This is an optimization exercise on Yosys and OpenROAD, whose aim is small area, a short achievable clock period and few clock cycles per item, not a production implementation.
In this exercise RTL edits were held to simulation tests only and were not proved equivalent to the original.
No activity file was given, so power comes from the tool's default toggle rates.

==> run Y: inputs <==
// SME
module SME(clk,reset,chardata,isstring,ispattern,valid,match,match_index);
==> module SME, before the edit <==
module SME(clk,reset,chardata,isstring,ispattern,valid,match,match_index);
input clk;
input reset;
input [7:0] chardata;
input isstring;
input ispattern;
output match;
output [4:0] match_index;
output valid;
localparam space = 8'h20;
localparam first = 8'h5E;
localparam last  = 8'h24;
localparam dot   = 8'h2E;
localparam star  = 8'h2A;
reg         isstr_r, isstr_rr;
reg         ispat_r, ispat_rr;
reg  [7:0]  chr_r;               
reg         tStar_r, tDot_r, tLast_r, tFirst_r;
reg  [7:0]  str_r [31:0];
reg  [5:0]  strCnt_r;
reg  [32:0] act_r;
reg         hasStar_r;
reg         frozen_r;
reg  [4:0]  off_r;               
reg  [5:0]  pos_r;
reg         any_r;
reg         fin_r;
reg         valid_r, match_r;
reg  [4:0]  matchIdx_r;
assign valid = valid_r;
assign match = match_r;
assign match_index = matchIdx_r;
integer q;
wire inFirst = (chardata == first);
wire inLast  = (chardata == last);
always @(posedge clk) begin
    if (reset) begin
        isstr_r  <= 1'b0;
        isstr_rr <= 1'b0;
        ispat_r  <= 1'b0;
        ispat_rr <= 1'b0;
    end
    else begin
        isstr_r  <= isstring;
        isstr_rr <= isstr_r;
        ispat_r  <= ispattern;
        ispat_rr <= ispat_r;
    end
    chr_r    <= (inFirst || inLast) ? space : chardata;
    tStar_r  <= (chardata == star);
    tDot_r   <= (chardata == dot);
    tLast_r  <= inLast;
    tFirst_r <= inFirst;
end
always @(posedge clk) begin
    if (isstr_r) begin
        for (q = 0; q < 31; q = q + 1)
            str_r[q] <= str_r[q+1];
        str_r[31] <= chr_r;
    end
end
always @(posedge clk) begin
    if (reset)
        strCnt_r <= 6'd0;
    else if (isstr_r)
        strCnt_r <= isstr_rr ? strCnt_r + 6'd1 : 6'd1;
end
reg  [31:0] eq;
reg  [32:0] startSet;
reg  [32:0] src;
reg  [32:0] nxt;
reg  [32:0] pre;
wire        patFirst = ispat_r && !ispat_rr;
always @(*) begin
    for (q = 0; q < 32; q = q + 1) begin
        eq[q]       = (str_r[q] == chr_r);
        startSet[q] = ({1'b0, strCnt_r} + q >= 7'd32);
    end
    startSet[32] = 1'b0;
    src = patFirst ? startSet : act_r;
    pre[0] = src[0];
    for (q = 1; q < 33; q = q + 1)
        pre[q] = pre[q-1] | src[q];
    if (tStar_r)
        nxt = pre;
    else if (tFirst_r) begin
        nxt[0] = src[0];
        for (q = 1; q < 33; q = q + 1)
            nxt[q] = src[q] & (!src[q-1] | eq[q-1]);
        nxt[32] = 1'b0;
    end
    else if (tLast_r) begin
        for (q = 0; q < 32; q = q + 1)
            nxt[q] = src[q] & eq[q];
        nxt[32] = src[32];
    end
    else begin
        nxt[0] = 1'b0;
        for (q = 0; q < 32; q = q + 1)
            nxt[q+1] = src[q] & (tDot_r | eq[q]);
    end
end
wire       curStar = hasStar_r && !patFirst;
wire [4:0] curOff  = patFirst ? strCnt_r[4:0] : off_r;
wire       consume = !(tStar_r || tFirst_r || tLast_r);
always @(posedge clk) begin
    if (ispat_r) begin
        act_r <= nxt;
        off_r <= (consume && !curStar) ? curOff - 5'd1 : curOff;
    end
end
always @(posedge clk) begin
    if (reset) begin
        hasStar_r <= 1'b0;
        frozen_r  <= 1'b0;
    end
    else begin
        hasStar_r <= ispat_r && (curStar || tStar_r);
        frozen_r  <= hasStar_r;
    end
end
reg [5:0] lead;
always @(*) begin
    lead = 6'd0;
    for (q = 32; q >= 0; q = q - 1)
        if (act_r[q]) lead = q;
end
always @(posedge clk) begin
    if (!frozen_r) pos_r <= lead;
    any_r <= |act_r;
end
always @(posedge clk) begin
    if (reset) begin
        fin_r      <= 1'b0;
        valid_r    <= 1'b0;
        match_r    <= 1'b0;
        matchIdx_r <= 5'd0;
    end
    else begin
        fin_r      <= ispat_rr && !ispat_r;
        valid_r    <= fin_r;
        match_r    <= fin_r && any_r;
        matchIdx_r <= (fin_r && any_r) ? pos_r[4:0] + off_r : 5'd0;
    end
end
endmodule
clock: 5.0 ns
lec_check: 0
cap_margin: 20
core_margin: 2
core_utilization: 40
slew_margin: 20
run.sh (not shown) runs the stock make flow with config.mk's settings and CLKGATE_MAP_FILE= SYNTH_SCRIPT=/design/flow/synth_recipe.tcl, a recipe that flattens the netlist after the stock synthesis.
==> run Z (differences from run Y) <==
--- a/flow/design.v
+++ b/flow/design.v
@@ -20,3 +20,3 @@
 reg  [5:0]  strCnt_r;
-reg  [32:0] act_r;
+reg  [33:0] act_r;
 reg         hasStar_r;
@@ -24,3 +24,3 @@
 reg  [4:0]  off_r;               
-reg  [5:0]  pos_r;
+reg  [4:0]  pos_r;
 reg         any_r;
@@ -64,10 +64,12 @@
         strCnt_r <= 6'd0;
-    else if (isstr_r)
-        strCnt_r <= isstr_rr ? strCnt_r + 6'd1 : 6'd1;
+    else if (isstring)
+        strCnt_r <= isstr_r ? strCnt_r + 6'd1 : 6'd1;
 end
 reg  [31:0] eq;
-reg  [32:0] startSet;
-reg  [32:0] src;
-reg  [32:0] nxt;
-reg  [32:0] pre;
+reg  [33:0] startSet;
+reg  [33:0] first1;              
+reg  [33:0] src;
+reg  [33:0] nxt;
+reg  [33:0] pre;
+reg  [32:0] adv;                 
 wire        patFirst = ispat_r && !ispat_rr;
@@ -78,34 +80,34 @@
     end
-    startSet[32] = 1'b0;
-    src = patFirst ? startSet : act_r;
-    pre[0] = src[0];
-    for (q = 1; q < 33; q = q + 1)
-        pre[q] = pre[q-1] | src[q];
+    startSet[33:32] = 2'b00;
+    first1[0] = startSet[0];
+    for (q = 1; q < 34; q = q + 1)
+        first1[q] = startSet[q] & !startSet[q-1];
+    src = act_r;
+    pre = src;
+    for (q = 32; q >= 1; q = q - 1) pre[q] = pre[q] | pre[q-1];
+    for (q = 32; q >= 2; q = q - 1) pre[q] = pre[q] | pre[q-2];
+    for (q = 32; q >= 4; q = q - 1) pre[q] = pre[q] | pre[q-4];
+    for (q = 32; q >= 8; q = q - 1) pre[q] = pre[q] | pre[q-8];
+    for (q = 32; q >= 16; q = q - 1) pre[q] = pre[q] | pre[q-16];
+    for (q = 32; q >= 32; q = q - 1) pre[q] = pre[q] | pre[q-32];
+    pre[33] = 1'b0;
+    for (q = 0; q < 32; q = q + 1)
+        adv[q] = tDot_r | eq[q];
+    adv[32] = tLast_r;
+    nxt[0] = tFirst_r & first1[0];
+    for (q = 1; q < 34; q = q + 1)
+        nxt[q] = (src[q-1] & adv[q-1]) | (tFirst_r & first1[q]);
     if (tStar_r)
         nxt = pre;
-    else if (tFirst_r) begin
-        nxt[0] = src[0];
-        for (q = 1; q < 33; q = q + 1)
-            nxt[q] = src[q] & (!src[q-1] | eq[q-1]);
-        nxt[32] = 1'b0;
-    end
-    else if (tLast_r) begin
-        for (q = 0; q < 32; q = q + 1)
-            nxt[q] = src[q] & eq[q];
-        nxt[32] = src[32];
-    end
-    else begin
-        nxt[0] = 1'b0;
-        for (q = 0; q < 32; q = q + 1)
-            nxt[q+1] = src[q] & (tDot_r | eq[q]);
-    end
 end
 wire       curStar = hasStar_r && !patFirst;
-wire [4:0] curOff  = patFirst ? strCnt_r[4:0] : off_r;
-wire       consume = !(tStar_r || tFirst_r || tLast_r);
+wire       consume = !(tStar_r || tFirst_r);
+wire [4:0] strDec  = strCnt_r[4:0] - 5'd1;
+wire [4:0] offDec  = off_r - 5'd1;
+wire [4:0] offNxt  = patFirst ? (consume ? strDec : strCnt_r[4:0]) :
+                     (consume && !hasStar_r) ? offDec : off_r;
 always @(posedge clk) begin
-    if (ispat_r) begin
-        act_r <= nxt;
-        off_r <= (consume && !curStar) ? curOff - 5'd1 : curOff;
-    end
+    act_r <= ispat_r ? nxt : startSet;
+    if (ispat_r)
+        off_r <= offNxt;
 end
@@ -121,8 +123,20 @@
 end
-reg [5:0] lead;
-always @(*) begin
-    lead = 6'd0;
-    for (q = 32; q >= 0; q = q - 1)
-        if (act_r[q]) lead = q;
-end
+function [2:0] pe8;
+    input [7:0] v;
+    begin
+        pe8[2] = ~|v[3:0];
+        pe8[1] = pe8[2] ? ~|v[5:4] : ~|v[1:0];
+        pe8[0] = pe8[2] ? (pe8[1] ? ~v[6] : ~v[4]) : (pe8[1] ? ~v[2] : ~v[0]);
+    end
+endfunction
+wire [3:0] grpAny = {|act_r[31:24], |act_r[23:16], |act_r[15:8], |act_r[7:0]};
+wire [2:0] grpLo0 = pe8(act_r[7:0]);
+wire [2:0] grpLo1 = pe8(act_r[15:8]);
+wire [2:0] grpLo2 = pe8(act_r[23:16]);
+wire [2:0] grpLo3 = pe8(act_r[31:24]);
+wire [1:0] grpSel;
+assign grpSel[1] = !grpAny[0] && !grpAny[1];
+assign grpSel[0] = grpSel[1] ? !grpAny[2] : !grpAny[0];
+wire [2:0] grpLo  = grpSel[1] ? (grpSel[0] ? grpLo3 : grpLo2) : (grpSel[0] ? grpLo1 : grpLo0);
+wire [4:0] lead   = (|grpAny) ? {grpSel, grpLo} : {4'd0, !act_r[32]};
 always @(posedge clk) begin
@@ -142,3 +156,3 @@
         match_r    <= fin_r && any_r;
-        matchIdx_r <= (fin_r && any_r) ? pos_r[4:0] + off_r : 5'd0;
+        matchIdx_r <= (fin_r && any_r) ? pos_r + off_r : 5'd0;
     end
==> flow/flow/run.sh (new file) <==
#!/bin/bash
# The standard layout, with the port buffers made as plain buf_4 cells
# instead of the delay-type buffer the placer picks by default.
set -euo pipefail
export BUFFER_PORTS_ARGS="-buffer_cell sky130_fd_sc_hd__buf_4"
bash standard.sh > layout.log 2>&1
==> flow/standard.sh (new file) <==
#!/bin/bash
# synth_recipe.tcl (not shown) runs the flow's synth.tcl, then flattens the netlist and writes it again
# the make line also repeats each setting of config.mk as NAME=value (left out here)
make -C /OpenROAD-flow-scripts/flow DESIGN_CONFIG=/design/flow/config.mk WORK_HOME=/design/flow/orfs CLKGATE_MAP_FILE= SYNTH_SCRIPT=/design/flow/synth_recipe.tcl "${@:-finish}"
--- a/flow/config.mk
+++ b/flow/config.mk
@@ -9,3 +9,7 @@
 export CORE_MARGIN = 2
-export CORE_UTILIZATION = 40
+export CORE_UTILIZATION = 60
+export CTS_BUF_LIST = sky130_fd_sc_hd__clkbuf_16
+export CTS_CLUSTER_DIAMETER = 70
+export CTS_CLUSTER_SIZE = 30
+export SETUP_SLACK_MARGIN = 2.8
 export SLEW_MARGIN = 20
removed: flow/run.sh
==> notes <==
Of run Y and run Z, run Y has the higher clock power (gap about 60%, measured against run Z).
Against run Y, the first-iteration DRC count of run Z is smaller by about 2%.
Against run Z, the area after synthesis of run Y is higher by 6.6%.
Run Z went through all stages and came out clean. Run Y finished clean.
Between run Y and run Z, the lower non-clock buffer count is in run Y (gap 7).
Against run Z, the critical path depth of run Y is higher by 1.
In run Z the fmax is higher than in run Y, by 64%.
Against run Z, the clock skew of run Y is lower by 0.0090 ns.
==> figures <==
Status: run Z timing/DRC/antenna clean; run Y timing/DRC/antenna clean
Complex-gate fraction of the synthesized area: run Z 0.0827; run Y 0.101
Final net count: run Z 1188; run Y 1335
End of the critical path: run Z pos_r[2]; run Y act_r[30]
Final core utilization: run Z 0.662; run Y 0.451
Avg Inst Size Synth: run Z 12.7 sq um; run Y 12.2 sq um
Post-synthesis mux area share: run Z 0.00276; run Y 0.00259
Seq/total area: run Z 0.580; run Y 0.541
Number of logic stages on the critical path including buffering: run Z 6; run Y 7
Placement row count: run Z 57; run Y 73
Launch instance of the worst min-delay path: run Z str_r[18][2]; run Y str_r[10][6]
Cell internal power dissipation: run Z 4.01 mW; run Y 4.87 mW
Die outline height: run Z 162 microns; run Y 204 microns
Longest individual stage delay on the worst path: run Z 0.57 ns; run Y 0.70 ns
Total number of H-tree levels: run Z 1; run Y 2
Routability cong.: run Z 0.947; run Y 0.929
Testbench counts of run Y, summed over its fixed seeds: cycles 25,363, patterns 1,963.
Testbench counts of run Z, summed over its fixed seeds: cycles 25,363, patterns 1,963.

## static timing again, ports no longer ideal
The flow's constraints put no driver on any port. The routed layouts listed below were extracted and timed again, unchanged, in two steps.
Step 1: set_driving_cell puts a clkbuf_16 on clk and a buf_2 on each other input, an assumption about the parent block.
Step 2 moves the port delays by t, midway between the first and last clock arrival at a register: inputs arrive t later, outputs are due t later. That takes back most of the time a late clock gives input paths.
a / b / c = no drivers / after step 1 / after step 2; a / b = the first two.
| run | t (ns) | setup WS [ns] | clock arrival spread, ns |
|---|---|---|---|
| run Y | 0.595 | 1.344 / 1.344 / 1.344 | 0.023 / 0.023 |
| run Z | 0.569 | 2.764 / 2.764 / 2.764 | 0.033 / 0.032 |
After both steps every run listed still meets setup and hold.
